Context: an optimization exercise on an open-source flow, tuned for small area, a short achievable clock period and few clock cycles. The choices shown serve that exercise and are no tape-out recipe.
At most, simulation tests tie the RTL to the original design; equivalence was not proved.
Only the layout flow was run in runs 2 to 4; the RTL was not checked for function there.
Power figures rest on the tool's default switching activity, not on a simulated workload.

### flow/run.sh
#!/bin/bash
# The standard layout with three changes: plain buffers on the ports; in the otherwise standard
# (hierarchical) synthesis, the pixel banks (module lcd_bank) are mapped by an area-oriented ABC
# script (flow/bank.script) and the rest by the standard one; timing repair aiming for a setup
# slack of 7 ns at the 10 ns clock; clock tree options in CTS_ARGS.
set -euo pipefail
here=$(pwd)
cat > own_synth.tcl <<EOF2
proc abc {args} {
  set i [lsearch -exact \$args -script]
  set a2 \$args
  lset a2 [expr {\$i + 1}] $here/flow/bank.script
  yosys abc {*}\$a2 lcd_bank
  yosys abc {*}\$args LCD_CTRL
}
EOF2
cat synth_recipe.tcl >> own_synth.tcl
export CTS_ARGS="-sink_clustering_enable -repair_clock_nets -sink_clustering_size 24 -sink_clustering_max_diameter 100 -dont_use_dummy_load"
export BUFFER_PORTS_ARGS="-buffer_cell sky130_fd_sc_hd__buf_4"
bash standard.sh SYNTH_SCRIPT=$here/own_synth.tcl SETUP_SLACK_MARGIN=7 finish > standard.log 2>&1
### flow/bank.script
strash
dch
amap
topo
stime -c
### standard.sh
#!/bin/bash
# synth_recipe.tcl (not shown) runs the flow's synth.tcl, then flattens the netlist and writes it again
# the make line also repeats each setting of config.mk as NAME=value (left out here)
make -C /OpenROAD-flow-scripts/flow DESIGN_CONFIG=/design/flow/config.mk WORK_HOME=/design/flow/orfs CLKGATE_MAP_FILE= SYNTH_SCRIPT=/design/flow/synth_recipe.tcl "${@:-finish}"
### config.mk
export PLATFORM = sky130hd
export DESIGN_NAME = LCD_CTRL
export DESIGN_NICKNAME = LCD_CTRL
export VERILOG_FILES = /design/flow/design.v
export SDC_FILE = /design/flow/constraint.sdc
export NUM_CORES = 8
export LEC_CHECK = 0
export ABC_AREA = 1
export CAP_MARGIN = 20
export CORE_MARGIN = 2
export CORE_UTILIZATION = 55
export CTS_CLUSTER_DIAMETER = 100
export CTS_CLUSTER_SIZE = 24
export SLEW_MARGIN = 20
export SYNTH_HIERARCHICAL = 1
### constraint.sdc
create_clock -name core_clock -period 10.0 [get_ports {clk}]
set_input_delay 2.0000 -clock core_clock [delete_from_list [all_inputs] [get_ports {clk}]]
set_output_delay 2.0000 -clock core_clock [all_outputs]
set_load 0.01 [all_outputs]
### design.v
module LCD_CTRL(
    input clk, cmd_valid, reset,
    input [3:0] cmd,
    input [7:0] IROM_Q,
    output IRAM_valid, IROM_rd, busy, done,
    output [5:0] IROM_A,
    output [5:0] IRAM_A,
    output [7:0] IRAM_D
);
    reg [2:0] r, c;           
    reg [1:0] ri0, ri1, ci0, ci1;
    reg [1:0] pri0, pri1, pci0, pci1;   
    reg       busy_r, cv, cw, wph, done_r, rom_rd, ram_v;
    reg       rsp;            
    reg       smax, smin, savg;
    reg [9:0] ssum;           
    reg       sv;             
    reg [3:0] srow, scol;     
    reg [5:0] rom_a, ram_a, wend;
    reg [7:0] ram_d;
    reg [63:0] ld;            
    reg [7:0] x0, x1, x2, x3;  
    reg       l0, l1, l2, l3;  
    assign busy = busy_r;
    assign done = done_r;
    assign IROM_rd = rom_rd;
    assign IROM_A = rom_a;
    assign IRAM_valid = ram_v;
    assign IRAM_A = ram_a;
    assign IRAM_D = ram_d;
    wire wc = l0 & l1 & l2 & l3;              
    wire opx = cv & wc & (~savg | sv);
    wire g01 = x0 >= x1, g02 = x0 >= x2, g03 = x0 >= x3;
    wire g12 = x1 >= x2, g13 = x1 >= x3, g23 = x2 >= x3;
    wire [7:0] vmax = ({8{ g01 &  g02 &  g03}} & x0) | ({8{~g01 &  g12 &  g13}} & x1) |
                      ({8{~g02 & ~g12 &  g23}} & x2) | ({8{~g03 & ~g13 & ~g23}} & x3);
    wire [7:0] vmin = ({8{~g01 & ~g02 & ~g03}} & x0) | ({8{ g01 & ~g12 & ~g13}} & x1) |
                      ({8{ g02 &  g12 & ~g23}} & x2) | ({8{ g03 &  g13 &  g23}} & x3);
    function [8:0] add8;
        input [7:0] a, b;
        reg [7:0] g0, p0, g1, p1, g2, p2, g3;
        begin
            g0 = a & b; p0 = a ^ b;
            g1 = g0 | (p0 & {g0[6:0], 1'b0}); p1 = p0 & {p0[6:0], 1'b0};
            g2 = g1 | (p1 & {g1[5:0], 2'b0}); p2 = p1 & {p1[5:0], 2'b0};
            g3 = g2 | (p2 & {g2[3:0], 4'b0});
            add8 = {g3[7], p0 ^ {g3[6:0], 1'b0}};
        end
    endfunction
    function [9:0] add9;
        input [8:0] a, b;
        reg [8:0] g0, p0, g1, p1, g2, p2, g3, p3, g4;
        begin
            g0 = a & b; p0 = a ^ b;
            g1 = g0 | (p0 & {g0[7:0], 1'b0}); p1 = p0 & {p0[7:0], 1'b0};
            g2 = g1 | (p1 & {g1[6:0], 2'b0}); p2 = p1 & {p1[6:0], 2'b0};
            g3 = g2 | (p2 & {g2[4:0], 4'b0}); p3 = p2 & {p2[4:0], 4'b0};
            g4 = g3 | (p3 & {g3[0], 8'b0});
            add9 = {g4[8], p0 ^ {g4[7:0], 1'b0}};
        end
    endfunction
    wire [9:0] sum = add9(add8(x0, x1), add8(x2, x3));
    wire [7:0] vavg = ssum[9:2];
    wire [7:0] vsym = ({8{smax}} & vmax) | ({8{smin}} & vmin) | ({8{savg}} & vavg);
    wire [7:0] nv0 = vsym | ({8{srow[0]}} & x2) | ({8{scol[0]}} & x1);
    wire [7:0] nv1 = vsym | ({8{srow[1]}} & x3) | ({8{scol[1]}} & x0);
    wire [7:0] nv2 = vsym | ({8{srow[2]}} & x0) | ({8{scol[2]}} & x3);
    wire [7:0] nv3 = vsym | ({8{srow[3]}} & x1) | ({8{scol[3]}} & x2);
    wire [3:0] wi0 = {ri0, ci0}, wi1 = {ri0, ci1}, wi2 = {ri1, ci0}, wi3 = {ri1, ci1};
    wire [3:0] pi0 = {pri0, pci0}, pi1 = {pri0, pci1}, pi2 = {pri1, pci0}, pi3 = {pri1, pci1};
    wire chg0 = wi0 != pi0, chg1 = wi1 != pi1, chg2 = wi2 != pi2, chg3 = wi3 != pi3;
    wire land = rom_rd & ~wph;                 
    wire lb0 = land & ~rsp & ~rom_a[3] & ~rom_a[0];
    wire lb1 = land & ~rsp & ~rom_a[3] &  rom_a[0];
    wire lb2 = land & ~rsp &  rom_a[3] & ~rom_a[0];
    wire lb3 = land & ~rsp &  rom_a[3] &  rom_a[0];
    wire sh0 = land & rsp & ~rom_a[3] & ~rom_a[0];
    wire sh1 = land & rsp & ~rom_a[3] &  rom_a[0];
    wire sh2 = land & rsp &  rom_a[3] & ~rom_a[0];
    wire sh3 = land & rsp &  rom_a[3] &  rom_a[0];
    wire wstart = cw & ~wph;
    wire [7:0] wd0 = lb0 ? IROM_Q : x0;
    wire [7:0] wd1 = lb1 ? IROM_Q : x1;
    wire [7:0] wd2 = lb2 ? IROM_Q : x2;
    wire [7:0] wd3 = lb3 ? IROM_Q : x3;
    wire [7:0] y0, y1, y2, y3;
    lcd_bank b0 (.clk(clk), .wa(pi0), .wd(wd0), .ra(wi0), .rd(y0));
    lcd_bank b1 (.clk(clk), .wa(pi1), .wd(wd1), .ra(wi1), .rd(y1));
    lcd_bank b2 (.clk(clk), .wa(pi2), .wd(wd2), .ra(wi2), .rd(y2));
    lcd_bank b3 (.clk(clk), .wa(pi3), .wd(wd3), .ra(wi3), .rd(y3));
    wire [5:0] a0 = {ri0, 1'b0, ci0, 1'b0};    
    wire [5:0] a1 = {ri0, 1'b0, ci1, 1'b1};
    wire [5:0] a2 = {ri1, 1'b1, ci0, 1'b0};
    wire [5:0] a3 = {ri1, 1'b1, ci1, 1'b1};
    wire ld0 = ld[a0], ld1 = ld[a1], ld2 = ld[a2], ld3 = ld[a3];
    wire nl0 = chg0 ? (ld0 | sh0) : (l0 | lb0);
    wire nl1 = chg1 ? (ld1 | sh1) : (l1 | lb1);
    wire nl2 = chg2 ? (ld2 | sh2) : (l2 | lb2);
    wire nl3 = chg3 ? (ld3 | sh3) : (l3 | lb3);
    wire miss = ~(nl0 & nl1 & nl2 & nl3);
    wire [5:0] fa = ~nl0 ? a0 : ~nl1 ? a1 : ~nl2 ? a2 : a3;
    wire sym = smax | smin | savg;            
    wire xch = chg0 | chg1 | chg2 | chg3 | land;
    always @(posedge clk) ssum <= (opx & sym) ? {vsym, 2'b00} : sum;
    always @(posedge clk, posedge reset) begin
        if (reset) sv <= 1'b0;
        else sv <= opx | ~xch;
    end
    always @(posedge clk) begin
        x0 <= opx ? nv0 : chg0 ? ((sh0 & ~ld0) ? IROM_Q : y0) : lb0 ? IROM_Q : x0;
        x1 <= opx ? nv1 : chg1 ? ((sh1 & ~ld1) ? IROM_Q : y1) : lb1 ? IROM_Q : x1;
        x2 <= opx ? nv2 : chg2 ? ((sh2 & ~ld2) ? IROM_Q : y2) : lb2 ? IROM_Q : x2;
        x3 <= opx ? nv3 : chg3 ? ((sh3 & ~ld3) ? IROM_Q : y3) : lb3 ? IROM_Q : x3;
    end
    wire take = cmd_valid & ~busy_r;
    wire mu = take & (cmd == 4'd1) & (r != 3'd0);
    wire md = take & (cmd == 4'd2) & (r != 3'd6);
    wire ml = take & (cmd == 4'd3) & (c != 3'd0);
    wire mr = take & (cmd == 4'd4) & (c != 3'd6);
    wire is_op = cmd >= 4'd5;
    wire [2:0] ru = r - 3'd1, rd = r + 3'd1, cl = c - 3'd1, cr = c + 3'd1;
    wire [1:0] ru0 = ru[2:1] + {1'b0, ru[0]}, rd0 = rd[2:1] + {1'b0, rd[0]};
    wire [1:0] cl0 = cl[2:1] + {1'b0, cl[0]}, cr0 = cr[2:1] + {1'b0, cr[0]};
    wire [5:0] w = {r, c};
    wire [5:0] wfirst = wc ? w : rom_a;
    wire [5:0] wnext = (wstart ? wfirst : w) + 6'd1;
    wire [2:0] wr = wnext[5:3], wcl = wnext[2:0];
    wire       wlast = ram_v & (w == wend);     
    wire       wgo = wph & ~done_r & ~wlast;
    reg  [7:0] xs, ys;
    reg        nls;
    always @(*) begin
        case ({r[0], c[0]})
            2'b00: begin xs = x0; ys = y0; nls = ld[a0]; end
            2'b01: begin xs = x1; ys = y1; nls = ld[a1]; end
            2'b10: begin xs = x2; ys = y2; nls = ld[a2]; end
            default: begin xs = x3; ys = y3; nls = ld[a3]; end
        endcase
    end
    always @(posedge clk) begin
        ram_a <= wstart ? wfirst : w;
        ram_d <= wstart ? (wc ? xs : IROM_Q) : (nls ? ys : IROM_Q);
        if (wstart) wend <= wfirst;
    end
    wire cvn = (take & is_op) | (cv & ~opx);
    wire avgn = take ? (cmd == 4'd7) : savg;   
    wire svn = opx | ~xch;
    wire dd = r[0] ^ c[0];                    
    always @(posedge clk, posedge reset) begin
        if (reset) begin
            r <= 3'd3; c <= 3'd3;
            ri0 <= 2'd2; ri1 <= 2'd1; ci0 <= 2'd2; ci1 <= 2'd1;
            pri0 <= 2'd2; pri1 <= 2'd1; pci0 <= 2'd2; pci1 <= 2'd1;
            busy_r <= 1'b0;
            cv <= 1'b0;
            cw <= 1'b0;
            wph <= 1'b0;
            done_r <= 1'b0;
            rom_rd <= 1'b0;
            rsp <= 1'b0;
            ram_v <= 1'b0;
            l0 <= 1'b0; l1 <= 1'b0; l2 <= 1'b0; l3 <= 1'b0;
        end else begin
            pri0 <= ri0; pri1 <= ri1; pci0 <= ci0; pci1 <= ci1;
            l0 <= nl0; l1 <= nl1; l2 <= nl2; l3 <= nl3;
            if (wph | wstart) begin
                wph <= 1'b1;
                cv <= 1'b0;
                ram_v <= wstart | wgo;
                if (wlast) done_r <= 1'b1;
                if (wstart | wgo) begin
                    r <= wr; c <= wcl;
                    ri1 <= wr[2:1]; ri0 <= wr[2:1] + {1'b0, wr[0]};
                    ci1 <= wcl[2:1]; ci0 <= wcl[2:1] + {1'b0, wcl[0]};
                end
                rom_rd <= wstart | wgo;
                rsp <= 1'b0;
            end else begin
                if (mu) begin r <= ru; ri1 <= ru[2:1]; ri0 <= ru0; end
                if (md) begin r <= rd; ri1 <= rd[2:1]; ri0 <= rd0; end
                if (ml) begin c <= cl; ci1 <= cl[2:1]; ci0 <= cl0; end
                if (mr) begin c <= cr; ci1 <= cr[2:1]; ci0 <= cr0; end
                rom_rd <= miss | mv_any;
                rsp <= mv_any;
                cv <= cvn;
                if (take & (cmd == 4'd0)) cw <= 1'b1;
                busy_r <= (take & (cmd == 4'd0)) | (cvn & (miss | (avgn & ~svn)));
            end
        end
    end
    wire mv_any = mu | md | ml | mr;
    wire [5:0] fmv = mu ? {ru, c} : md ? {r + 3'd2, c} : ml ? {r, cl} : {r, c + 3'd2};
    always @(posedge clk) rom_a <= (wph | wstart) ? wnext : mv_any ? fmv : fa;
    integer q;
    always @(posedge clk) begin
        if (reset) ld <= 64'd0;
        else for (q = 0; q < 64; q = q + 1) if (land && rom_a == q) ld[q] <= 1'b1;
    end
    always @(posedge clk) begin
        if (take) begin
            smax <= cmd == 4'd5;
            smin <= cmd == 4'd6;
            savg <= cmd == 4'd7;
            srow[0] <= (cmd == 4'd10) | (cmd == 4'd8 &  dd) | (cmd == 4'd9 & ~dd);
            srow[1] <= (cmd == 4'd10) | (cmd == 4'd8 & ~dd) | (cmd == 4'd9 &  dd);
            srow[2] <= (cmd == 4'd10) | (cmd == 4'd8 & ~dd) | (cmd == 4'd9 &  dd);
            srow[3] <= (cmd == 4'd10) | (cmd == 4'd8 &  dd) | (cmd == 4'd9 & ~dd);
            scol[0] <= (cmd == 4'd11) | (cmd == 4'd8 & ~dd) | (cmd == 4'd9 &  dd);
            scol[1] <= (cmd == 4'd11) | (cmd == 4'd8 &  dd) | (cmd == 4'd9 & ~dd);
            scol[2] <= (cmd == 4'd11) | (cmd == 4'd8 &  dd) | (cmd == 4'd9 & ~dd);
            scol[3] <= (cmd == 4'd11) | (cmd == 4'd8 & ~dd) | (cmd == 4'd9 &  dd);
        end
    end
endmodule
module lcd_bank(
    input clk,
    input [3:0] wa, ra,
    input [7:0] wd,
    output [7:0] rd
);
    reg [7:0] m [0:15];
    integer k;
    always @(posedge clk)
        for (k = 0; k < 16; k = k + 1)
            if (wa == k) m[k] <= wd;
    assign rd = m[ra];
endmodule
==> impl_metrics.json, run 1 <==
{
  "status": "finished clean",
  "r2r_end": "ssum[9]$_DFF_P_",
  "ys_ff_latch": 680,
  "path_class": "flip-flop to output port",
  "antenna_found_initial": 1,
  "die_h_um": 242,
  "cts_buffers": 34,
  "grt_overflow_total": 0,
  "gp_congestion": 0.949,
  "synth_common_cells": "edfxtp_1 (524), nand2_1 (410), nor2_1 (237)",
  "slew_violations": 0,
  "ant_nets": 0,
  "core_area_um2": 56200,
  "num_io_pins": 39,
  "finalSetupViolations": 0,
  "syn_to_final_growth_pct": 14.8,
  "crit_slowest_cell": "dfrtp_2",
  "regArea_um2": 19100,
  "die-area_um2": 58500,
  "ys_seq_area_frac": 0.611,
  "dp.cells": 3644,
  "clock_latency_ns": 0.59,
  "cp.arrival_ns": 1.16,
  "final_layout_size_suffix_gt1_frac": 0.170,
  "syn_area_um2": 31100,
  "wl_per_cell_um": 25.5,
  "total_leakage_power_uw": 0.0128,
  "dr.pass1.iters": 8,
  "synth.area.top_cells": "edfxtp_1 (51%), dfxtp_1 (8.0%), nand2_1 (4.9%), a22oi_1 (3.7%), ha_1 (3.6%)",
  "num-fill-cells": 4511,
  "worst_pin_slew_ns": 1.14,
  "finalSetupTns_ns": 0,
  "drt_iter0_markers": 2922,
  "synth_edf_count": 524,
  "min_from": "ld[47]$_SDFFE_PP0P_",
  "r2r_slack_ns": 6.89,
  "hold_class": "flip-flop to flip-flop",
  "fin_cells": 3797,
  "yosys_most_used_dff": "edfxtp_1",
  "cp_data_required_time_ns": 8.00,
  "cp_top_family": "flip-flops",
  "clockBufferDepth": 3,
  "grt_pass1_wl_um": 142000,
  "crit_path_end_kind": "output port",
  "grt_setup_unrepaired": "true",
  "place_area_um2": 32800,
  "synth_top_area_share": 0.506,
  "cts.sinks": 680,
  "syn_avg_cell_area_um2": 10.9,
  "whs_endpoint": "ld[47]$_SDFFE_PP0P_",
  "cts_htree_levels": 2,
  "whs_path_depth": 2,
  "syn_nets": 2974,
  "rows": 87,
  "powerDensity_nw_per_um2": 363,
  "cp_num_buf_inv": 1,
  "drt_wl_total_um": 97000,
  "clk_pin_slew_ns": 0.10,
  "r2r_cells": 18,
  "grt_max_degree": 66,
  "routed-via-count": 24117,
  "critical_path.cell_chain": "buf_6",
  "min_period_ns": 3.16,
  "place_hpwl_um": 65300,
  "cp_slowest_stage_delay_ns": 0.45,
  "cts_tree": "yes",
  "initial_core_util": 0.554,
  "grt_pass1_vias": 22630,
  "drc": 0,
  "critPathLaunchType": "flip-flop",
  "slew_headroom": 0.236,
  "synthCells": 2868,
  "die_w_um": 242,
  "grt_usage": 0.322,
  "layout.nets": 3148,
  "post_synth_num_cell_types": 60,
  "multiInputGateArea_um2": 11700,
  "synth_top_cell_by_area": "edfxtp_1",
  "reg2reg_from": "x3[2]$_DFF_P_",
  "finalHoldViolCount": 0,
  "vias_per_cell": 6.35,
  "port_buffers": 38,
  "async_reset_ff_frac": 0.0456,
  "finClkSkew_ns": 0.0518,
  "synth.most_common_cell": "edfxtp_1",
  "min_period_over_period": 0.316,
  "final_area_um2": 35700,
  "crit_fanout": 2,
  "timing.fmax_ghz": 0.316,
  "ys.warnings.count": 9,
  "root_buffer": "clkbuf_16",
  "irDropWorstVdd_uv": 460,
  "maxCapViolCount": 0
}
## cell usage in the layout (no fill, tap or decap), drive strengths merged, types with 2 or more instances in the layout
master / count
dfrtp: 21
dfstp: 10
o22ai: 3
nand3: 124
nand3b: 2
buf: 210
nor4: 63
o221ai: 32
inv: 220
xor2: 24
a21oi: 185
nand2: 428
fa: 2
clkbuf: 36
a211o: 32
nor2: 252
clkinvlp: 12
a22oi: 153
a222oi: 32
ha: 89
and2: 8
xnor2: 8
o211ai: 31
clkinv: 58
dfxtp: 125
o21a: 2
or2: 6
nor2b: 9
a211oi: 4
o31ai: 4
o2111ai: 24
edfxtp: 524
o21ai: 172
o21bai: 8
nor3: 12
nand4: 104
a31oi: 8
## what timing repair did
action / 4_1_cts / 5_1_grt
gates resized for setup: 188 / 69
hold buffers: 0 / 0
cloned: 0 / 3
buffers inserted: 62 / 53
setup endpoints to repair: 394 / 193
pin swaps: 36 / 37
## through the flow
step                      hold slack [ns]  total power, µW  utilization  setup WS, ns
after detailed placement            0.444            10400        0.583          6.11
after CTS                           0.459            12400        0.623          6.82
after global placement              0.438            10200        0.583          6.14
after global routing                0.482            13700        0.636          6.79
after floorplan                     0.430             8220            -          6.76
final                               0.458            13000        0.636          6.84
## per-module statistics from Yosys (local to each module, per instance)
module,times used,flops+latches,area [µm²]
LCD_CTRL,1,168,12300
lcd_bank,4,128,4700
## layout make-up
| class | count | area share |
|---|---|---|
| diodes | 1 | 0.0000700 |
| clock buffers | 34 | 0.0238 |
| inverters | 290 | 0.0324 |
| multi-input cells | 1824 | 0.327 |
| flip-flops and latches | 680 | 0.536 |
| well taps | 756 | 0.0265 |
| repair buffers | 212 | 0.0541 |
## flip-flops by register name (all words and copies together) (netlist names), 6 cells and up
register,count
x0,8
x3,8
wend,6
b0.m,128
b2.m,128
b1.m,128
rom_a,6
ssum,8
ram_d,8
b3.m,128
x2,8
ram_a,6
x1,8
ld,64
## routing by layer
layer | part of all wire | wire (µm) | track usage
met1 | 0.40 | 38500 | 0.440
met2 | 0.47 | 45600 | 0.523
met3 | 0.092 | 8930 | 0.0512
met4 | 0.042 | 4040 | 0.118
met5 | 0 | 0 | 0
## power breakdown
group          leakage (µW)  internal (µW)  switching [µW]  total, µW
registers           0.00618           4050             515       4560
logic               0.00617           2370            4560       6930
clock network      0.000419            613             848       1460
total                0.0128           7030            5920      13000
## kinds of logic (layout without fill, tap and decap cells)
group,after synthesis,in the layout,share of synthesized area
simple gates,1009,1010,0.149
compound gates,691,691,0.146
flops,680,680,0.611
buf+inv,365,536,0.0485
fa+ha+maj,91,91,0.0371
xor+xnor,32,32,0.00901
other cells,0,1,0
## how the worst max path moves through the flow
stage                       startpoint          endpoint  slack [ns]  depth (start not counted)
floorplan                    cmd_valid  rom_a[2]$_DFF_P_        6.76                         10
global placement             IROM_Q[3]     x3[3]$_DFF_P_        6.14                          7
detailed placement           IROM_Q[6]     x3[6]$_DFF_P_        6.11                          7
CTS                 busy_r$_DFFE_PP0P_              busy        6.82                          1
global route             x1[2]$_DFF_P_   ssum[9]$_DFF_P_        6.79                         18
finish              busy_r$_DFFE_PP0P_              busy        6.84                          1
Testbench counts, summed over its fixed seeds: cycles 11,201.
==> run 2: changes to the inputs <==
--- a/design.v
+++ b/design.v
@@ -79,15 +79,11 @@
     wire sh2 = land & rsp &  rom_a[3] & ~rom_a[0];
     wire sh3 = land & rsp &  rom_a[3] &  rom_a[0];
     wire wstart = cw & ~wph;
-    wire [7:0] wd0 = lb0 ? IROM_Q : x0;
-    wire [7:0] wd1 = lb1 ? IROM_Q : x1;
-    wire [7:0] wd2 = lb2 ? IROM_Q : x2;
-    wire [7:0] wd3 = lb3 ? IROM_Q : x3;
     wire [7:0] y0, y1, y2, y3;
-    lcd_bank b0 (.clk(clk), .wa(pi0), .wd(wd0), .ra(wi0), .rd(y0));
-    lcd_bank b1 (.clk(clk), .wa(pi1), .wd(wd1), .ra(wi1), .rd(y1));
-    lcd_bank b2 (.clk(clk), .wa(pi2), .wd(wd2), .ra(wi2), .rd(y2));
-    lcd_bank b3 (.clk(clk), .wa(pi3), .wd(wd3), .ra(wi3), .rd(y3));
+    lcd_bank b0 (.clk(clk), .wa(pi0), .wd(x0), .ra(wi0), .rd(y0));
+    lcd_bank b1 (.clk(clk), .wa(pi1), .wd(x1), .ra(wi1), .rd(y1));
+    lcd_bank b2 (.clk(clk), .wa(pi2), .wd(x2), .ra(wi2), .rd(y2));
+    lcd_bank b3 (.clk(clk), .wa(pi3), .wd(x3), .ra(wi3), .rd(y3));
     wire [5:0] a0 = {ri0, 1'b0, ci0, 1'b0};    
     wire [5:0] a1 = {ri0, 1'b0, ci1, 1'b1};
     wire [5:0] a2 = {ri1, 1'b1, ci0, 1'b0};
@@ -101,10 +97,10 @@
     wire [5:0] fa = ~nl0 ? a0 : ~nl1 ? a1 : ~nl2 ? a2 : a3;
     wire sym = smax | smin | savg;            
     wire xch = chg0 | chg1 | chg2 | chg3 | land;
-    always @(posedge clk) ssum <= (opx & sym) ? {vsym, 2'b00} : sum;
+    always @(posedge clk) ssum <= opx ? (sym ? {vsym, 2'b00} : ssum) : sum;
     always @(posedge clk, posedge reset) begin
         if (reset) sv <= 1'b0;
-        else sv <= opx | ~xch;
+        else sv <= opx ? (sym | sv) : ~xch;
     end
     always @(posedge clk) begin
         x0 <= opx ? nv0 : chg0 ? ((sh0 & ~ld0) ? IROM_Q : y0) : lb0 ? IROM_Q : x0;
@@ -144,7 +140,7 @@
     end
     wire cvn = (take & is_op) | (cv & ~opx);
     wire avgn = take ? (cmd == 4'd7) : savg;   
-    wire svn = opx | ~xch;
+    wire svn = opx ? (sym | sv) : ~xch;
     wire dd = r[0] ^ c[0];                    
     always @(posedge clk, posedge reset) begin
         if (reset) begin
@@ -192,7 +188,7 @@
     wire [5:0] fmv = mu ? {ru, c} : md ? {r + 3'd2, c} : ml ? {r, cl} : {r, c + 3'd2};
     always @(posedge clk) rom_a <= (wph | wstart) ? wnext : mv_any ? fmv : fa;
     integer q;
-    always @(posedge clk) begin
+    always @(posedge clk, posedge reset) begin
         if (reset) ld <= 64'd0;
         else for (q = 0; q < 64; q = q + 1) if (land && rom_a == q) ld[q] <= 1'b1;
     end
==> flow/run.sh (replaced) <==
#!/bin/bash
# The standard layout with three changes: plain buffers on the ports; in the otherwise standard
# (hierarchical) synthesis, the pixel banks (module lcd_bank) are mapped by an area-oriented ABC
# script (flow/bank.script) and the rest by the standard one; timing repair aiming for a setup
# slack of 7 ns at the 10 ns clock.
set -euo pipefail
here=$(pwd)
cat > own_synth.tcl <<EOF2
proc abc {args} {
  set i [lsearch -exact \$args -script]
  set a2 \$args
  lset a2 [expr {\$i + 1}] $here/flow/bank.script
  yosys abc {*}\$a2 lcd_bank
  yosys abc {*}\$args LCD_CTRL
}
EOF2
cat synth_recipe.tcl >> own_synth.tcl
export BUFFER_PORTS_ARGS="-buffer_cell sky130_fd_sc_hd__buf_4"
bash standard.sh SYNTH_SCRIPT=$here/own_synth.tcl SETUP_SLACK_MARGIN=7 finish > standard.log 2>&1
==> run 2 against run 1 <==
Compared with the run above:
- via count down 2.7%
- core utilization up 0.75 points
- highest routed layer unchanged
- wire length up 0.31%
- synthesized cell count down 6.6%
- setup slack worse by 0.16 ns
- clock skew down 0.035 ns
- largest cell class unchanged
- flip-flop and latch count unchanged
- fmax down 4.7%
- cell area down 0.36%
- clock power up 8%
==> impl_metrics.json, run 2 <==
{
  "total_leakage_power_uw": 0.0134,
  "dr.pass1.iters": 8,
  "irDropWorstVdd_uv": 166,
  "syn_avg_cell_area_um2": 11.5,
  "async_reset_ff_frac": 0.140,
  "post_synth_num_cell_types": 55,
  "grt_max_degree": 63,
  "crit_path_end_kind": "flip-flop",
  "grt_overflow_total": 0,
  "ys_ff_latch": 680,
  "cts_tree": "yes",
  "min_from": "ld[58]$_DFFE_PP0P_",
  "routed-via-count": 23460,
  "ant_nets": 0,
  "gp_congestion": 0.969,
  "r2r_slack_ns": 6.68,
  "initial_core_util": 0.558,
  "wl_per_cell_um": 26.5,
  "drc": 0,
  "cts.sinks": 680,
  "synth_compound_area_frac": 0.140,
  "clock_latency_ns": 0.59,
  "place_hpwl_um": 63100,
  "synth_top_cell_by_area": "edfxtp_1",
  "cts_htree_levels": 2,
  "synth_edf_count": 564,
  "slew_headroom": 0.324,
  "synth_top_family_by_area": "compound AO/OA/AOI/OAI gates",
  "synth.area.top_cells": "edfxtp_1 (55%), dfrtp_1 (6.9%), nand2_1 (5.0%), a22oi_1 (3.7%), ha_1 (3.6%)",
  "power_frac_clock": 0.336,
  "final_common_cell": "edfxtp_1",
  "layout.nets": 3009,
  "critical_path.cell_chain": "buf_6, ha_1, a21oi_2, nand2_2, a21oi_4, o21bai_1, a21oi_1, nor2_1, nor2_1, xor2_1, ha_1, inv_2, nor3_2, nand2_1, o311ai_4, a21oi_2, nand2_2, nand2_1, inv_1",
  "clockBufferDepth": 3,
  "synthMuxAreaShare": 0,
  "synth_xor_area_frac": 0.00964,
  "yosys_most_used_dff": "edfxtp_1",
  "min_period_ns": 3.32,
  "synth_common_cells": "edfxtp_1 (564), nand2_1 (411), inv_1 (221)",
  "p_seq_frac": 0.650,
  "synthCells": 2679,
  "syn_area_um2": 30900,
  "whs_endpoint": "ld[58]$_DFFE_PP0P_",
  "n_antenna_cell": 0,
  "path_class": "flip-flop to flip-flop",
  "switching_share": 0.200,
  "synth_top_area_share": 0.548,
  "finClkSkew_ns": 0.0169,
  "cp_data_required_time_ns": 10.36,
  "min_period_over_period": 0.332,
  "die-area_um2": 58100,
  "powerDensity_nw_per_um2": 131,
  "combPwrFrac": 0.014,
  "drt_wl_total_um": 97300,
  "synth.most_common_cell": "edfxtp_1",
  "die_h_um": 241,
  "fin_total_pwr_uw": 4670,
  "finalHoldViolCount": 0,
  "ys.warnings.count": 9,
  "reg2reg_from": "x1[2]$_DFFE_PP_",
  "slew_violations": 0,
  "critPathLaunchType": "flip-flop",
  "crit_slowest_cell": "edfxtp_1",
  "cts_buffers": 34,
  "port_buffers": 38,
  "cp_slowest_stage_delay_ns": 0.50,
  "num_io_pins": 39,
  "syn_to_final_growth_pct": 15.3,
  "status": "finished clean",
  "hold_class": "flip-flop to flip-flop",
  "synthSimpleGateAreaFrac": 0.129,
  "grt_pass1_wl_um": 140000,
  "maxCapViolCount": 0,
  "grt_pass1_vias": 21826,
  "synthAdderAreaFrac": 0.0374,
  "cp.arrival_ns": 3.68,
  "ys_seq_area_frac": 0.639,
  "clk_pin_slew_ns": 0.10,
  "rows": 86,
  "die_w_um": 241,
  "syn_nets": 2785,
  "drt_iter0_markers": 2999,
  "worst_pin_slew_ns": 1.01,
  "grt_setup_unrepaired": "true",
  "crit_fanout": 3,
  "power.switching_uw": 934,
  "finalSetupTns_ns": 0,
  "root_buffer": "clkbuf_16",
  "antenna_found_initial": 0,
  "core_area_um2": 55300,
  "r2r_end": "ssum[9]$_DFFE_PP_",
  "layout_common_cells": "edfxtp_1 (564), nand2_1 (390), inv_1 (197)",
  "grt_usage": 0.329,
  "cts_hold_buf": 0,
  "whs_path_depth": 2,
  "r2r_cells": 19,
  "vias_per_cell": 6.40,
  "final_layout_size_suffix_gt1_frac": 0.168,
  "finalSetupViolations": 0,
  "intPower_uw": 3730,
  "timing.fmax_ghz": 0.301
}
==> run 2: cell count changes in the layout (fill, tap and decap cells not counted), sizes merged, moves of 40 or more <==
cell,previous run,this run
dfxtp,125,21
a21oi,185,97
nor2,252,178
dfrtp,21,85
nand4,104,62
edfxtp,524,564
==> run 2: per-layer routing <==
layer,track usage,wire length (µm)
met5,0,0
met4,0.105,3990
met3,0.0467,8690
met2,0.526,44700
met1,0.468,39900
==> run 2: cells by family after synthesis <==
logic type	after synthesis
AOI/OAI and AO/OA	645
xor gates and xnor gates	34
adders and majority gates	91
buffers and inverters	339
DFF	680
and+or+nand+nor	890
==> run 2: timing repair <==
item / 4_1_cts / 5_1_grt
endpoints found under the setup margin: 101 / 134
buffers inserted: 77 / 46
gates cloned: 2 / 3
resized for setup: 146 / 104
pin swaps: 31 / 53
hold endpoints to repair: 0 / 0
==> run 2: power groups by stage <==
stage                     logic (µW)  registers [µW]  clock network (µW)
after floorplan                 34.8            3100                   0
after global placement          57.7            3100                   0
after detailed placement        58.2            3100                   0
after CTS                       60.5            3030                1580
after global routing            69.7            3030                1670
final                           64.1            3030                1570
==> run 2: layout make-up <==
cell class,count,area [µm²]
inverters,282,1120
repair buffers,243,2220
fillers,4415,19700
clock buffers,47,963
flip-flops and latches,680,19800
multi-input cells,1662,10500
clock inverters,3,22.5
well taps,748,936
==> run 2: critical path: cells and delay by family, from the launching register on <==
kind	cells	cell delay, ns
flip-flops	1	0.50
adder cells (fa/ha/maj)	2	0.55
AND/OR/NAND/NOR	7	0.60
buffers and inverters	3	0.35
XOR/XNOR	1	0.17
AO/OA/AOI/OAI	6	0.92
==> run 2: metrics by stage <==
| stage | worst slack [ns] | cell area (µm²) | hold slack [ns] | instances | util |
|---|---|---|---|---|---|
| 2_1_floorplan | 6.71 | 31000 | 0.422 | 2679 | - |
| 3_3_place_gp | 5.70 | 32500 | 0.434 | 3485 | 0.588 |
| 3_5_place_dp | 5.94 | 32600 | 0.436 | 3487 | 0.589 |
| 4_1_cts | 6.75 | 34700 | 0.461 | 3616 | 0.628 |
| 5_1_grt | 6.57 | 35600 | 0.476 | 3665 | 0.644 |
| 6_report | 6.68 | 35600 | 0.459 | 3665 | 0.644 |
==> run 2: per-module statistics from Yosys (local to each module, per instance) <==
module / cell area (µm²) / cells / times used
LCD_CTRL: 12100 / 1615 / 1
lcd_bank: 4700 / 266 / 4
==> run 2: how the worst max path moves through the flow <==
stage | cells after the start | slack (ns) | end | from
final | 19 | 6.68 | ssum[9]$_DFFE_PP_ | x1[2]$_DFFE_PP_
after CTS | 19 | 6.75 | ssum[9]$_DFFE_PP_ | x0[2]$_DFFE_PP_
after global placement | 12 | 5.70 | ram_d[2]$_DFF_P_ | c[1]$_DFFE_PP1P_
after global routing | 20 | 6.57 | ssum[8]$_DFFE_PP_ | x1[2]$_DFFE_PP_
after floorplan | 16 | 6.71 | rom_a[1]$_DFF_P_ | cmd_valid
after detailed placement | 20 | 5.94 | ssum[9]$_DFFE_PP_ | x1[2]$_DFFE_PP_
==> run 3: changes to the inputs <==
--- a/design.v
+++ b/design.v
@@ -18,7 +18,6 @@
     reg [3:0] srow, scol;     
     reg [5:0] rom_a, ram_a, wend;
     reg [7:0] ram_d;
-    reg [63:0] ld;            
     reg [7:0] x0, x1, x2, x3;  
     reg       l0, l1, l2, l3;  
     assign busy = busy_r;
@@ -79,16 +78,25 @@
     wire sh2 = land & rsp &  rom_a[3] & ~rom_a[0];
     wire sh3 = land & rsp &  rom_a[3] &  rom_a[0];
     wire wstart = cw & ~wph;
+    wire [7:0] wd0 = lb0 ? IROM_Q : x0;
+    wire [7:0] wd1 = lb1 ? IROM_Q : x1;
+    wire [7:0] wd2 = lb2 ? IROM_Q : x2;
+    wire [7:0] wd3 = lb3 ? IROM_Q : x3;
     wire [7:0] y0, y1, y2, y3;
-    lcd_bank b0 (.clk(clk), .wa(pi0), .wd(x0), .ra(wi0), .rd(y0));
-    lcd_bank b1 (.clk(clk), .wa(pi1), .wd(x1), .ra(wi1), .rd(y1));
-    lcd_bank b2 (.clk(clk), .wa(pi2), .wd(x2), .ra(wi2), .rd(y2));
-    lcd_bank b3 (.clk(clk), .wa(pi3), .wd(x3), .ra(wi3), .rd(y3));
+    wire       ld0, ld1, ld2, ld3;         
+    wire [3:0] lidx = {rom_a[5:4], rom_a[2:1]};
+    lcd_bank b0 (.clk(clk), .clr(reset), .wa(pi0), .wd(wd0), .ra(wi0), .rd(y0), .rl(ld0),
+                 .set(land & ~rom_a[3] & ~rom_a[0]), .sa(lidx));
+    lcd_bank b1 (.clk(clk), .clr(reset), .wa(pi1), .wd(wd1), .ra(wi1), .rd(y1), .rl(ld1),
+                 .set(land & ~rom_a[3] &  rom_a[0]), .sa(lidx));
+    lcd_bank b2 (.clk(clk), .clr(reset), .wa(pi2), .wd(wd2), .ra(wi2), .rd(y2), .rl(ld2),
+                 .set(land &  rom_a[3] & ~rom_a[0]), .sa(lidx));
+    lcd_bank b3 (.clk(clk), .clr(reset), .wa(pi3), .wd(wd3), .ra(wi3), .rd(y3), .rl(ld3),
+                 .set(land &  rom_a[3] &  rom_a[0]), .sa(lidx));
     wire [5:0] a0 = {ri0, 1'b0, ci0, 1'b0};    
     wire [5:0] a1 = {ri0, 1'b0, ci1, 1'b1};
     wire [5:0] a2 = {ri1, 1'b1, ci0, 1'b0};
     wire [5:0] a3 = {ri1, 1'b1, ci1, 1'b1};
-    wire ld0 = ld[a0], ld1 = ld[a1], ld2 = ld[a2], ld3 = ld[a3];
     wire nl0 = chg0 ? (ld0 | sh0) : (l0 | lb0);
     wire nl1 = chg1 ? (ld1 | sh1) : (l1 | lb1);
     wire nl2 = chg2 ? (ld2 | sh2) : (l2 | lb2);
@@ -97,10 +105,10 @@
     wire [5:0] fa = ~nl0 ? a0 : ~nl1 ? a1 : ~nl2 ? a2 : a3;
     wire sym = smax | smin | savg;            
     wire xch = chg0 | chg1 | chg2 | chg3 | land;
-    always @(posedge clk) ssum <= opx ? (sym ? {vsym, 2'b00} : ssum) : sum;
+    always @(posedge clk) ssum <= (opx & sym) ? {vsym, 2'b00} : sum;
     always @(posedge clk, posedge reset) begin
         if (reset) sv <= 1'b0;
-        else sv <= opx ? (sym | sv) : ~xch;
+        else sv <= opx | ~xch;
     end
     always @(posedge clk) begin
         x0 <= opx ? nv0 : chg0 ? ((sh0 & ~ld0) ? IROM_Q : y0) : lb0 ? IROM_Q : x0;
@@ -127,10 +135,10 @@
     reg        nls;
     always @(*) begin
         case ({r[0], c[0]})
-            2'b00: begin xs = x0; ys = y0; nls = ld[a0]; end
-            2'b01: begin xs = x1; ys = y1; nls = ld[a1]; end
-            2'b10: begin xs = x2; ys = y2; nls = ld[a2]; end
-            default: begin xs = x3; ys = y3; nls = ld[a3]; end
+            2'b00: begin xs = x0; ys = y0; nls = ld0; end
+            2'b01: begin xs = x1; ys = y1; nls = ld1; end
+            2'b10: begin xs = x2; ys = y2; nls = ld2; end
+            default: begin xs = x3; ys = y3; nls = ld3; end
         endcase
     end
     always @(posedge clk) begin
@@ -140,7 +148,7 @@
     end
     wire cvn = (take & is_op) | (cv & ~opx);
     wire avgn = take ? (cmd == 4'd7) : savg;   
-    wire svn = opx ? (sym | sv) : ~xch;
+    wire svn = opx | ~xch;
     wire dd = r[0] ^ c[0];                    
     always @(posedge clk, posedge reset) begin
         if (reset) begin
@@ -187,11 +195,6 @@
     wire mv_any = mu | md | ml | mr;
     wire [5:0] fmv = mu ? {ru, c} : md ? {r + 3'd2, c} : ml ? {r, cl} : {r, c + 3'd2};
     always @(posedge clk) rom_a <= (wph | wstart) ? wnext : mv_any ? fmv : fa;
-    integer q;
-    always @(posedge clk, posedge reset) begin
-        if (reset) ld <= 64'd0;
-        else for (q = 0; q < 64; q = q + 1) if (land && rom_a == q) ld[q] <= 1'b1;
-    end
     always @(posedge clk) begin
         if (take) begin
             smax <= cmd == 4'd5;
@@ -209,15 +212,21 @@
     end
 endmodule
 module lcd_bank(
-    input clk,
-    input [3:0] wa, ra,
+    input clk, clr, set,
+    input [3:0] wa, ra, sa,
     input [7:0] wd,
-    output [7:0] rd
+    output [7:0] rd,
+    output rl
 );
     reg [7:0] m [0:15];
+    reg [15:0] ld;
     integer k;
     always @(posedge clk)
-        for (k = 0; k < 16; k = k + 1)
+        for (k = 0; k < 16; k = k + 1) begin
             if (wa == k) m[k] <= wd;
+            if (clr) ld[k] <= 1'b0;
+            else if (set && sa == k) ld[k] <= 1'b1;
+        end
     assign rd = m[ra];
+    assign rl = ld[ra];
 endmodule
==> run 3 against run 2 <==
Compared with the run above:
- clock power increased by 5%
- critical endpoint is now busy
- critical path depth shrank 18
- still clean
- setup slack improved by 0.14 ns
- non-clock buffer count down 94
- combinational power rose to 110 times the previous value
- fmax up 4.3%
==> impl_metrics.json, run 3 <==
{
  "cts_buffers": 36,
  "critPathLaunchType": "flip-flop",
  "clk_pin_slew_ns": 0.10,
  "layout_common_cells": "edfxtp_1 (524), nor2_1 (395), nand2_1 (353)",
  "grt_max_degree": 66,
  "grt_overflow_total": 0,
  "num_io_pins": 39,
  "whs_ns": 0.482,
  "slew_violations": 0,
  "post_synth_num_cell_types": 68,
  "whs_endpoint": "b3.ld[7]$_SDFFE_PP0P_",
  "reg2reg_from": "c[1]$_DFFE_PP1P_",
  "maxCapViolCount": 0,
  "die-area_um2": 59300,
  "crit_fanout": 2,
  "ys_seq_area_frac": 0.603,
  "drt_iter0_markers": 2817,
  "place_hpwl_um": 68000,
  "slew_headroom": 0.175,
  "clock_latency_ns": 0.59,
  "syn_avg_cell_area_um2": 10.4,
  "synthCells": 3027,
  "whs_path_depth": 2,
  "r2r_end": "ram_d[3]$_DFF_P_",
  "cp_data_required_time_ns": 8.00,
  "die_h_um": 244,
  "async_reset_ff_frac": 0.0456,
  "powerDensity_nw_per_um2": 368,
  "status": "finished clean",
  "path_class": "flip-flop to output port",
  "hold_class": "flip-flop to flip-flop",
  "fin_total_pwr_uw": 13500,
  "cts_htree_levels": 2,
  "syn_area_um2": 31600,
  "gp_congestion": 0.981,
  "core_area_um2": 56600,
  "root_buffer": "clkbuf_16",
  "r2r_slack_ns": 6.88,
  "syn_to_final_growth_pct": 16.1,
  "dr.pass1.iters": 6,
  "cp_num_buf_inv": 1,
  "synth.area.top_cells": "edfxtp_1 (50%), dfxtp_1 (7.9%), nor2_1 (5.3%), nand2_1 (4.5%), ha_1 (3.5%)",
  "synth_top_cell_by_area": "edfxtp_1",
  "min_period_over_period": 0.318,
  "multiInputGateArea_um2": 12500,
  "synth_edf_count": 524,
  "cts_hold_buf": 0,
  "grt_setup_unrepaired": "true",
  "rows": 87,
  "num-fill-cells": 4510,
  "final_common_cell": "edfxtp_1",
  "critical_path.cell_chain": "buf_6",
  "clockBufferDepth": 3,
  "antenna_found_initial": 3,
  "finClkSkew_ns": 0.0267,
  "regArea_um2": 19100,
  "r2r_cells": 13,
  "cts.sinks": 680,
  "crit_path_end_kind": "output port",
  "die_w_um": 244,
  "port_buffers": 38,
  "cp.arrival_ns": 1.18,
  "cp_num_cells": 1,
  "synth_top_area_share": 0.498,
  "finalSetupTns_ns": 0,
  "ys.warnings.count": 9,
  "routed-via-count": 24501,
  "synth.most_common_cell": "edfxtp_1",
  "finalSetupViolations": 0,
  "ys_ff_latch": 680,
  "grt_pass1_vias": 23200,
  "initial_core_util": 0.558,
  "drc": 0,
  "synth_common_cells": "edfxtp_1 (524), nor2_1 (442), nand2_1 (380)",
  "min_period_ns": 3.18,
  "ant_nets": 0,
  "wl_per_cell_um": 24.8,
  "cts_tree": "yes",
  "total_leakage_power_uw": 0.0131,
  "irDropWorstVdd_uv": 487,
  "min_from": "b3.ld[7]$_SDFFE_PP0P_",
  "syn_nets": 3132,
  "final_layout_size_suffix_gt1_frac": 0.184,
  "cp_slowest_stage_delay_ns": 0.46,
  "vias_per_cell": 6.21,
  "layout.nets": 3268,
  "worst_pin_slew_ns": 1.23,
  "timing.fmax_ghz": 0.314,
  "finalHoldViolCount": 0,
  "grt_pass1_wl_um": 145000,
  "drt_wl_total_um": 97700,
  "cp_top_family": "flip-flops",
  "grt_usage": 0.325,
  "crit_slowest_cell": "dfrtp_2",
  "yosys_most_used_dff": "edfxtp_1"
}
[run 3: cell count changes after synthesis, sizes merged, moves of 41 or more]
| cell | before | now |
|---|---|---|
| nor4 | 62 | 2 |
| nor2 | 176 | 453 |
| inv | 225 | 184 |
| dfxtp | 21 | 125 |
| clkinv | 57 | 218 |
| a22oi | 153 | 37 |
| dfrtp | 85 | 21 |
| o22ai | 36 | 78 |
| o21ai | 169 | 115 |
| a22o | 0 | 44 |
| a221oi | 0 | 60 |
[run 3: Yosys stat by module, one instance, submodules excluded]
module / cells inside / cell area [µm²] / flops+latches / copies in the design
LCD_CTRL: 1383 / 9470 / 104 / 1
lcd_bank: 411 / 5530 / 144 / 4
[run 3: worst max path at each step]
stage / from / to
after detailed placement: c[2]$_DFFE_PP0P_ / ram_d[1]$_DFF_P_
after CTS: busy_r$_DFFE_PP0P_ / busy
after global routing: x1[2]$_DFF_P_ / ssum[9]$_DFF_P_
after global placement: c[2]$_DFFE_PP0P_ / ram_d[1]$_DFF_P_
final: busy_r$_DFFE_PP0P_ / busy
after floorplan: cmd_valid / rom_a[5]$_DFF_P_
[run 3: where the power goes]
group / total [µW] / leakage [µW] / internal, µW / switching [µW]
sequential: 4730 / 0.00620 / 4170 / 558
clock: 1650 / 0.000518 / 718 / 933
combinational: 7100 / 0.00643 / 2370 / 4720
total: 13500 / 0.0131 / 7260 / 6210
[run 3: cell type report]
class / count / share of cell area
Clock inverter: 5 / 0.00205
Sequential cell: 680 / 0.522
Multi-Input combinational cell: 1893 / 0.341
Timing Repair inverter: 1 / 0.000137
Timing Repair Buffer: 149 / 0.0367
Tap cell: 756 / 0.0258
Clock buffer: 59 / 0.0275
Antenna cell: 3 / 0.000205
Inverter: 402 / 0.0441
[run 3: per-layer routing]
metal  routed length, µm  track usage
met2               43900        0.496
met3                8230       0.0540
met5                   0            0
met1               41200        0.463
met4                4450        0.138
[run 3: repair_timing]
| action | 4_1_cts | 5_1_grt |
|---|---|---|
| setup buffers | 42 | 58 |
| gates resized for setup | 286 | 207 |
| cloned | 0 | 2 |
| pin swaps | 24 | 81 |
| setup endpoints to repair | 77 | 81 |
[run 3: per-stage QoR]
step                cells   util  worst slack, ns  cell area, µm²
CTS                  3885  0.621             6.79           35200
floorplan            3027      -             6.77           31700
global placement     3779  0.579             6.10           32700
finish               3948  0.647             6.82           36600
detailed placement   3779  0.579             6.04           32700
global route         3948  0.647             6.79           36600
[run 3: logic make-up (layout without fill, tap and decap cells)]
family | after synthesis | in the layout | share of synthesized area
compound gates | 640 | 640 | 0.139
xor+xnor | 30 | 30 | 0.00856
fa+ha+maj | 90 | 90 | 0.0361
buf+inv | 455 | 616 | 0.0558
flops | 680 | 680 | 0.603
other cells | 0 | 3 | 0
simple gates | 1132 | 1133 | 0.158
==> run 4: changes to the inputs <==
--- a/design.v
+++ b/design.v
@@ -12,12 +12,14 @@
     reg [1:0] pri0, pri1, pci0, pci1;   
     reg       busy_r, cv, cw, wph, done_r, rom_rd, ram_v;
     reg       rsp;            
+    reg       idl;            
     reg       smax, smin, savg;
     reg [9:0] ssum;           
     reg       sv;             
     reg [3:0] srow, scol;     
     reg [5:0] rom_a, ram_a, wend;
     reg [7:0] ram_d;
+    reg [63:0] ld;            
     reg [7:0] x0, x1, x2, x3;  
     reg       l0, l1, l2, l3;  
     assign busy = busy_r;
@@ -68,7 +70,7 @@
     wire [3:0] wi0 = {ri0, ci0}, wi1 = {ri0, ci1}, wi2 = {ri1, ci0}, wi3 = {ri1, ci1};
     wire [3:0] pi0 = {pri0, pci0}, pi1 = {pri0, pci1}, pi2 = {pri1, pci0}, pi3 = {pri1, pci1};
     wire chg0 = wi0 != pi0, chg1 = wi1 != pi1, chg2 = wi2 != pi2, chg3 = wi3 != pi3;
-    wire land = rom_rd & ~wph;                 
+    wire land = rom_rd & ~wph & ~idl;          
     wire lb0 = land & ~rsp & ~rom_a[3] & ~rom_a[0];
     wire lb1 = land & ~rsp & ~rom_a[3] &  rom_a[0];
     wire lb2 = land & ~rsp &  rom_a[3] & ~rom_a[0];
@@ -77,26 +79,21 @@
     wire sh1 = land & rsp & ~rom_a[3] &  rom_a[0];
     wire sh2 = land & rsp &  rom_a[3] & ~rom_a[0];
     wire sh3 = land & rsp &  rom_a[3] &  rom_a[0];
-    wire wstart = cw & ~wph;
+    wire wstart = cw & ~wph;                  
     wire [7:0] wd0 = lb0 ? IROM_Q : x0;
     wire [7:0] wd1 = lb1 ? IROM_Q : x1;
     wire [7:0] wd2 = lb2 ? IROM_Q : x2;
     wire [7:0] wd3 = lb3 ? IROM_Q : x3;
     wire [7:0] y0, y1, y2, y3;
-    wire       ld0, ld1, ld2, ld3;         
-    wire [3:0] lidx = {rom_a[5:4], rom_a[2:1]};
-    lcd_bank b0 (.clk(clk), .clr(reset), .wa(pi0), .wd(wd0), .ra(wi0), .rd(y0), .rl(ld0),
-                 .set(land & ~rom_a[3] & ~rom_a[0]), .sa(lidx));
-    lcd_bank b1 (.clk(clk), .clr(reset), .wa(pi1), .wd(wd1), .ra(wi1), .rd(y1), .rl(ld1),
-                 .set(land & ~rom_a[3] &  rom_a[0]), .sa(lidx));
-    lcd_bank b2 (.clk(clk), .clr(reset), .wa(pi2), .wd(wd2), .ra(wi2), .rd(y2), .rl(ld2),
-                 .set(land &  rom_a[3] & ~rom_a[0]), .sa(lidx));
-    lcd_bank b3 (.clk(clk), .clr(reset), .wa(pi3), .wd(wd3), .ra(wi3), .rd(y3), .rl(ld3),
-                 .set(land &  rom_a[3] &  rom_a[0]), .sa(lidx));
+    lcd_bank b0 (.clk(clk), .wa(pi0), .wd(wd0), .ra(wi0), .rd(y0));
+    lcd_bank b1 (.clk(clk), .wa(pi1), .wd(wd1), .ra(wi1), .rd(y1));
+    lcd_bank b2 (.clk(clk), .wa(pi2), .wd(wd2), .ra(wi2), .rd(y2));
+    lcd_bank b3 (.clk(clk), .wa(pi3), .wd(wd3), .ra(wi3), .rd(y3));
     wire [5:0] a0 = {ri0, 1'b0, ci0, 1'b0};    
     wire [5:0] a1 = {ri0, 1'b0, ci1, 1'b1};
     wire [5:0] a2 = {ri1, 1'b1, ci0, 1'b0};
     wire [5:0] a3 = {ri1, 1'b1, ci1, 1'b1};
+    wire ld0 = ld[a0], ld1 = ld[a1], ld2 = ld[a2], ld3 = ld[a3];
     wire nl0 = chg0 ? (ld0 | sh0) : (l0 | lb0);
     wire nl1 = chg1 ? (ld1 | sh1) : (l1 | lb1);
     wire nl2 = chg2 ? (ld2 | sh2) : (l2 | lb2);
@@ -129,22 +126,30 @@
     wire [5:0] wfirst = wc ? w : rom_a;
     wire [5:0] wnext = (wstart ? wfirst : w) + 6'd1;
     wire [2:0] wr = wnext[5:3], wcl = wnext[2:0];
+    wire ldq = rom_a[3] ? (rom_a[0] ? ld3 : ld2) : (rom_a[0] ? ld1 : ld0);
+    wire fok = (idl & ~ld[0] & ~(opx & (r == 3'd0) & ~c[2] & ~c[1])) |
+               (land & ~rsp) | (land & rsp & ~ldq);
+    wire fast = take & (cmd == 4'd0) & fok;
+    wire [5:0] fnext = rom_a + 6'd1;          
+    wire [2:0] fr = fnext[5:3], fcl = fnext[2:0];
+    wire [1:0] fri0 = fr[2:1] + {1'b0, fr[0]}, fci0 = fcl[2:1] + {1'b0, fcl[0]};
     wire       wlast = ram_v & (w == wend);     
     wire       wgo = wph & ~done_r & ~wlast;
     reg  [7:0] xs, ys;
     reg        nls;
     always @(*) begin
         case ({r[0], c[0]})
-            2'b00: begin xs = x0; ys = y0; nls = ld0; end
-            2'b01: begin xs = x1; ys = y1; nls = ld1; end
-            2'b10: begin xs = x2; ys = y2; nls = ld2; end
-            default: begin xs = x3; ys = y3; nls = ld3; end
+            2'b00: begin xs = x0; ys = y0; nls = ld[a0]; end
+            2'b01: begin xs = x1; ys = y1; nls = ld[a1]; end
+            2'b10: begin xs = x2; ys = y2; nls = ld[a2]; end
+            default: begin xs = x3; ys = y3; nls = ld[a3]; end
         endcase
     end
     always @(posedge clk) begin
-        ram_a <= wstart ? wfirst : w;
-        ram_d <= wstart ? (wc ? xs : IROM_Q) : (nls ? ys : IROM_Q);
-        if (wstart) wend <= wfirst;
+        ram_a <= fast ? rom_a : wstart ? wfirst : w;
+        ram_d <= fast ? IROM_Q : wstart ? (wc ? xs : IROM_Q) : (nls ? ys : IROM_Q);
+        if (fast) wend <= rom_a;
+        else if (wstart) wend <= wfirst;
     end
     wire cvn = (take & is_op) | (cv & ~opx);
     wire avgn = take ? (cmd == 4'd7) : savg;   
@@ -162,12 +167,24 @@
             done_r <= 1'b0;
             rom_rd <= 1'b0;
             rsp <= 1'b0;
+            idl <= 1'b0;
             ram_v <= 1'b0;
             l0 <= 1'b0; l1 <= 1'b0; l2 <= 1'b0; l3 <= 1'b0;
         end else begin
             pri0 <= ri0; pri1 <= ri1; pci0 <= ci0; pci1 <= ci1;
             l0 <= nl0; l1 <= nl1; l2 <= nl2; l3 <= nl3;
-            if (wph | wstart) begin
+            if (fast) begin
+                wph <= 1'b1;
+                busy_r <= 1'b1;
+                cv <= 1'b0;
+                ram_v <= 1'b1;
+                r <= fr; c <= fcl;
+                ri1 <= fr[2:1]; ri0 <= fri0;
+                ci1 <= fcl[2:1]; ci0 <= fci0;
+                rom_rd <= 1'b1;
+                rsp <= 1'b0;
+                idl <= 1'b0;
+            end else if (wph | wstart) begin
                 wph <= 1'b1;
                 cv <= 1'b0;
                 ram_v <= wstart | wgo;
@@ -179,13 +196,15 @@
                 end
                 rom_rd <= wstart | wgo;
                 rsp <= 1'b0;
+                idl <= 1'b0;
             end else begin
                 if (mu) begin r <= ru; ri1 <= ru[2:1]; ri0 <= ru0; end
                 if (md) begin r <= rd; ri1 <= rd[2:1]; ri0 <= rd0; end
                 if (ml) begin c <= cl; ci1 <= cl[2:1]; ci0 <= cl0; end
                 if (mr) begin c <= cr; ci1 <= cr[2:1]; ci0 <= cr0; end
-                rom_rd <= miss | mv_any;
+                rom_rd <= 1'b1;
                 rsp <= mv_any;
+                idl <= ~miss & ~mv_any;
                 cv <= cvn;
                 if (take & (cmd == 4'd0)) cw <= 1'b1;
                 busy_r <= (take & (cmd == 4'd0)) | (cvn & (miss | (avgn & ~svn)));
@@ -194,7 +213,13 @@
     end
     wire mv_any = mu | md | ml | mr;
     wire [5:0] fmv = mu ? {ru, c} : md ? {r + 3'd2, c} : ml ? {r, cl} : {r, c + 3'd2};
-    always @(posedge clk) rom_a <= (wph | wstart) ? wnext : mv_any ? fmv : fa;
+    always @(posedge clk)
+        rom_a <= fast ? fnext : (wph | wstart) ? wnext : mv_any ? fmv : miss ? fa : 6'd0;
+    integer q;
+    always @(posedge clk) begin
+        if (reset) ld <= 64'd0;
+        else for (q = 0; q < 64; q = q + 1) if (land && rom_a == q) ld[q] <= 1'b1;
+    end
     always @(posedge clk) begin
         if (take) begin
             smax <= cmd == 4'd5;
@@ -212,21 +237,15 @@
     end
 endmodule
 module lcd_bank(
-    input clk, clr, set,
-    input [3:0] wa, ra, sa,
+    input clk,
+    input [3:0] wa, ra,
     input [7:0] wd,
-    output [7:0] rd,
-    output rl
+    output [7:0] rd
 );
     reg [7:0] m [0:15];
-    reg [15:0] ld;
     integer k;
     always @(posedge clk)
-        for (k = 0; k < 16; k = k + 1) begin
+        for (k = 0; k < 16; k = k + 1)
             if (wa == k) m[k] <= wd;
-            if (clr) ld[k] <= 1'b0;
-            else if (set && sa == k) ld[k] <= 1'b1;
-        end
     assign rd = m[ra];
-    assign rl = ld[ra];
 endmodule
==> run 4 against run 3 <==
Compared with the run above:
- still clean
- sequential power decreased by 37%
- cell area increased by 1.3%
- non-clock buffer count increased by 75
- critical path depth unchanged
- via count increased by 3.3%
- clock skew decreased by 0.0029 ns
- total power decreased by 65%
- fmax decreased by 1.7%
- hold slack got worse by 0.022 ns
- sequential share of layout area decreased by 0.58 points
- clock power about the same
- largest cell class unchanged
- largest power group is now registers
==> impl_metrics.json, run 4 <==
{
  "async_reset_ff_frac": 0.0470,
  "syn_to_final_growth_pct": 17.5,
  "irDropWorstVdd_uv": 148,
  "ys.warnings.count": 9,
  "ys_seq_area_frac": 0.603,
  "power.switching_uw": 946,
  "cts.sinks": 681,
  "intPower_uw": 3740,
  "cp_num_buf_inv": 1,
  "wl_per_cell_um": 25.5,
  "critPathLaunchType": "flip-flop",
  "cts_tree": "yes",
  "initial_core_util": 0.558,
  "vias_per_cell": 6.32,
  "critical_path.cell_chain": "buf_6",
  "synth.most_common_cell": "nand2_1",
  "final_common_cell": "nand2_1",
  "clock_latency_ns": 0.59,
  "grt_usage": 0.333,
  "grt_setup_unrepaired": "true",
  "finalSetupTns_ns": 0,
  "setup_slack_ns": 6.76,
  "syn_avg_cell_area_um2": 10.4,
  "core_area_um2": 56600,
  "num_io_pins": 39,
  "clockBufferDepth": 3,
  "synth_common_cells": "nand2_1 (610), edfxtp_1 (524), inv_1 (249)",
  "ys_ff_latch": 681,
  "post_synth_num_cell_types": 52,
  "rows": 87,
  "regArea_um2": 19200,
  "final_area_um2": 37100,
  "dp_slack_ns": 6.09,
  "synth.area.top_cells": "edfxtp_1 (50%), dfxtp_1 (7.9%), nand2_1 (7.2%), ha_1 (3.8%), a22oi_1 (3.6%)",
  "routed-via-count": 25315,
  "syn_area_um2": 31600,
  "cp_slowest_stage_delay_ns": 0.50,
  "min_period_over_period": 0.324,
  "status": "finished clean",
  "grt_pass1_wl_um": 148000,
  "cp_data_required_time_ns": 8.00,
  "synthCells": 3037,
  "drt_iter0_markers": 3082,
  "layout_common_cells": "nand2_1 (569), edfxtp_1 (524), inv_1 (231)",
  "ant_nets": 0,
  "worst_pin_slew_ns": 0.879,
  "cts_htree_levels": 2,
  "grt_overflow_total": 0,
  "switching_share": 0.202,
  "synth_edf_count": 524,
  "yosys_most_used_dff": "edfxtp_1",
  "hold_class": "flip-flop to flip-flop",
  "port_buffers": 38,
  "total_leakage_power_uw": 0.0138,
  "multiInputGateArea_um2": 12400,
  "timing.fmax_ghz": 0.309,
  "grt_max_degree": 66,
  "cts_buffers": 36,
  "syn_nets": 3149,
  "cp_top_family": "flip-flops",
  "crit_path_end_kind": "output port",
  "die_h_um": 244,
  "die-area_um2": 59400,
  "finalHoldViolCount": 0,
  "finalSetupViolations": 0,
  "cp.arrival_ns": 1.24,
  "antenna_found_initial": 0,
  "final_layout_size_suffix_gt1_frac": 0.181,
  "power_frac_clock": 0.353,
  "num-fill-cells": 4443,
  "drc": 0,
  "p_seq_frac": 0.640,
  "powerDensity_nw_per_um2": 126,
  "clk_pin_slew_ns": 0.09,
  "finClkSkew_ns": 0.0239,
  "synth_top_area_share": 0.498,
  "slew_violations": 0,
  "drt_wl_total_um": 102000,
  "synth_top_cell_by_area": "edfxtp_1",
  "crit_slowest_cell": "dfrtp_2",
  "utilization": 0.656,
  "root_buffer": "clkbuf_16",
  "place_area_um2": 33300,
  "cts_hold_buf": 0,
  "combPwrFrac": 0.007,
  "die_w_um": 244,
  "path_class": "flip-flop to output port",
  "place_hpwl_um": 69000,
  "layout.nets": 3335,
  "grt_pass1_vias": 23756,
  "n_antenna_cell": 0,
  "slew_headroom": 0.414,
  "maxCapViolCount": 0,
  "crit_fanout": 2,
  "gp_congestion": 0.984,
  "min_period_ns": 3.24,
  "dr.pass1.iters": 6
}
[run 4: worst paths after layout]
check,start,endpoint,slack (ns),cells past startpoint
hold reg to reg,ld[8]$_SDFFE_PP0P_,ld[8]$_SDFFE_PP0P_,0.46,2
min in group asynchronous,reset,pri1[1]$_DFF_PP0_,1.88,2
max in group asynchronous,reset,r[2]$_DFFE_PP0P_,7.60,2
setup reg to reg,ri0[1]$_DFFE_PP1P_,ram_d[0]$_DFF_P_,6.98,14
setup / recovery,rom_rd$_DFF_PP0_,IROM_rd,6.76,1
hold / removal,ld[8]$_SDFFE_PP0P_,ld[8]$_SDFFE_PP0P_,0.46,2
[run 4: per-layer routing]
layer	part of all wire	global-route usage	wire length (µm)	up-vias
met5	0	0	0	-
met1	0.40	0.468	41200	12332
met4	0.044	0.132	4510	0
li1	-	-	-	11401
met3	0.093	0.0467	9510	273
met2	0.46	0.527	46900	1309
[run 4: worst min-delay path, cell delays in order (launching register included)]
cell and delay (ns):
dfxtp_1 0.31, inv_1 0.06, a21oi_1 0.06
[run 4: per-module statistics from Yosys (local to each module, per instance)]
module / flops+latches / cells / cell area [µm²]
lcd_bank: 128 / 266 / 4700
LCD_CTRL: 169 / 1973 / 12800
[run 4: logic make-up after synthesis]
family / after synthesis / share of synthesized area
xor gates and xnor gates: 36 / 0.00998
adders and majority gates: 97 / 0.0389
AOI/OAI and AO/OA: 599 / 0.131
buffers and inverters: 403 / 0.0489
and+or+nand+nor: 1221 / 0.168
DFF: 681 / 0.603
[run 4: power by group through the flow]
stage | clock network, µW | logic [µW] | registers (µW)
5_1_grt | 1770 | 33.8 | 3000
2_1_floorplan | 0 | 13.0 | 3070
3_5_place_dp | 0 | 29.0 | 3070
3_3_place_gp | 0 | 28.4 | 3070
6_report | 1650 | 31.9 | 3000
4_1_cts | 1670 | 30.2 | 3000
[run 4: metrics by stage]
stage	hold WS (ns)	power, µW	std cells
detailed placement	0.447	3100	3832
floorplan	0.435	3080	3037
CTS	0.461	4700	3934
global placement	0.443	3100	3828
finish	0.460	4680	4007
global route	0.471	4800	4007
[run 4: repair_timing]
item	4_1_cts	5_1_grt
endpoints found under the setup margin	191	190
pin swaps	27	100
setup buffers	33	67
resized for setup	211	220
hold endpoints to repair	0	0
cloned	3	6
[run 4: area by class of cell]
class	instances	area share
tap	756	0.0255
inverter	326	0.0355
multi-input combinational	1954	0.334
clock buffer	58	0.0276
timing repair buffer	224	0.0580
clock inverter	8	0.00249
sequential	681	0.517

[re-timing with driven ports]
In the flow no input, the clock included, has a driving cell. The finished layouts below were timed again as built, in two steps.
Step 1, drivers: a clkbuf_16 drives clk and a buf_2 each remaining input, both assumed.
Step 2, shift: input delay + t, output delay - t, t = (earliest + latest rising clock arrival at the registers) / 2. This alone moves slack from input paths to output paths.
Three values: ideal, step 1, step 2; two values: the first two.
| run | t, ns | slack for setup (ns) | worst setup path at the end | latest minus earliest clock arrival (ns) |
|---|---|---|---|---|
| run 1 | 0.631 | 6.838 / 6.773 / 6.362 | input to register | 0.053 / 0.053 |
| run 2 | 0.645 | 6.682 / 6.682 / 6.342 | input to register | 0.020 / 0.019 |
| run 3 | 0.643 | 6.818 / 6.753 / 6.429 | input to register | 0.027 / 0.027 |
| run 4 | 0.647 | 6.763 / 6.699 / 6.348 | input to register | 0.024 / 0.024 |
After both steps every run listed still meets setup and hold. The setup slack of run 1, which loses most, moves by -0.065 ns with the drivers and by -0.476 ns with both steps.
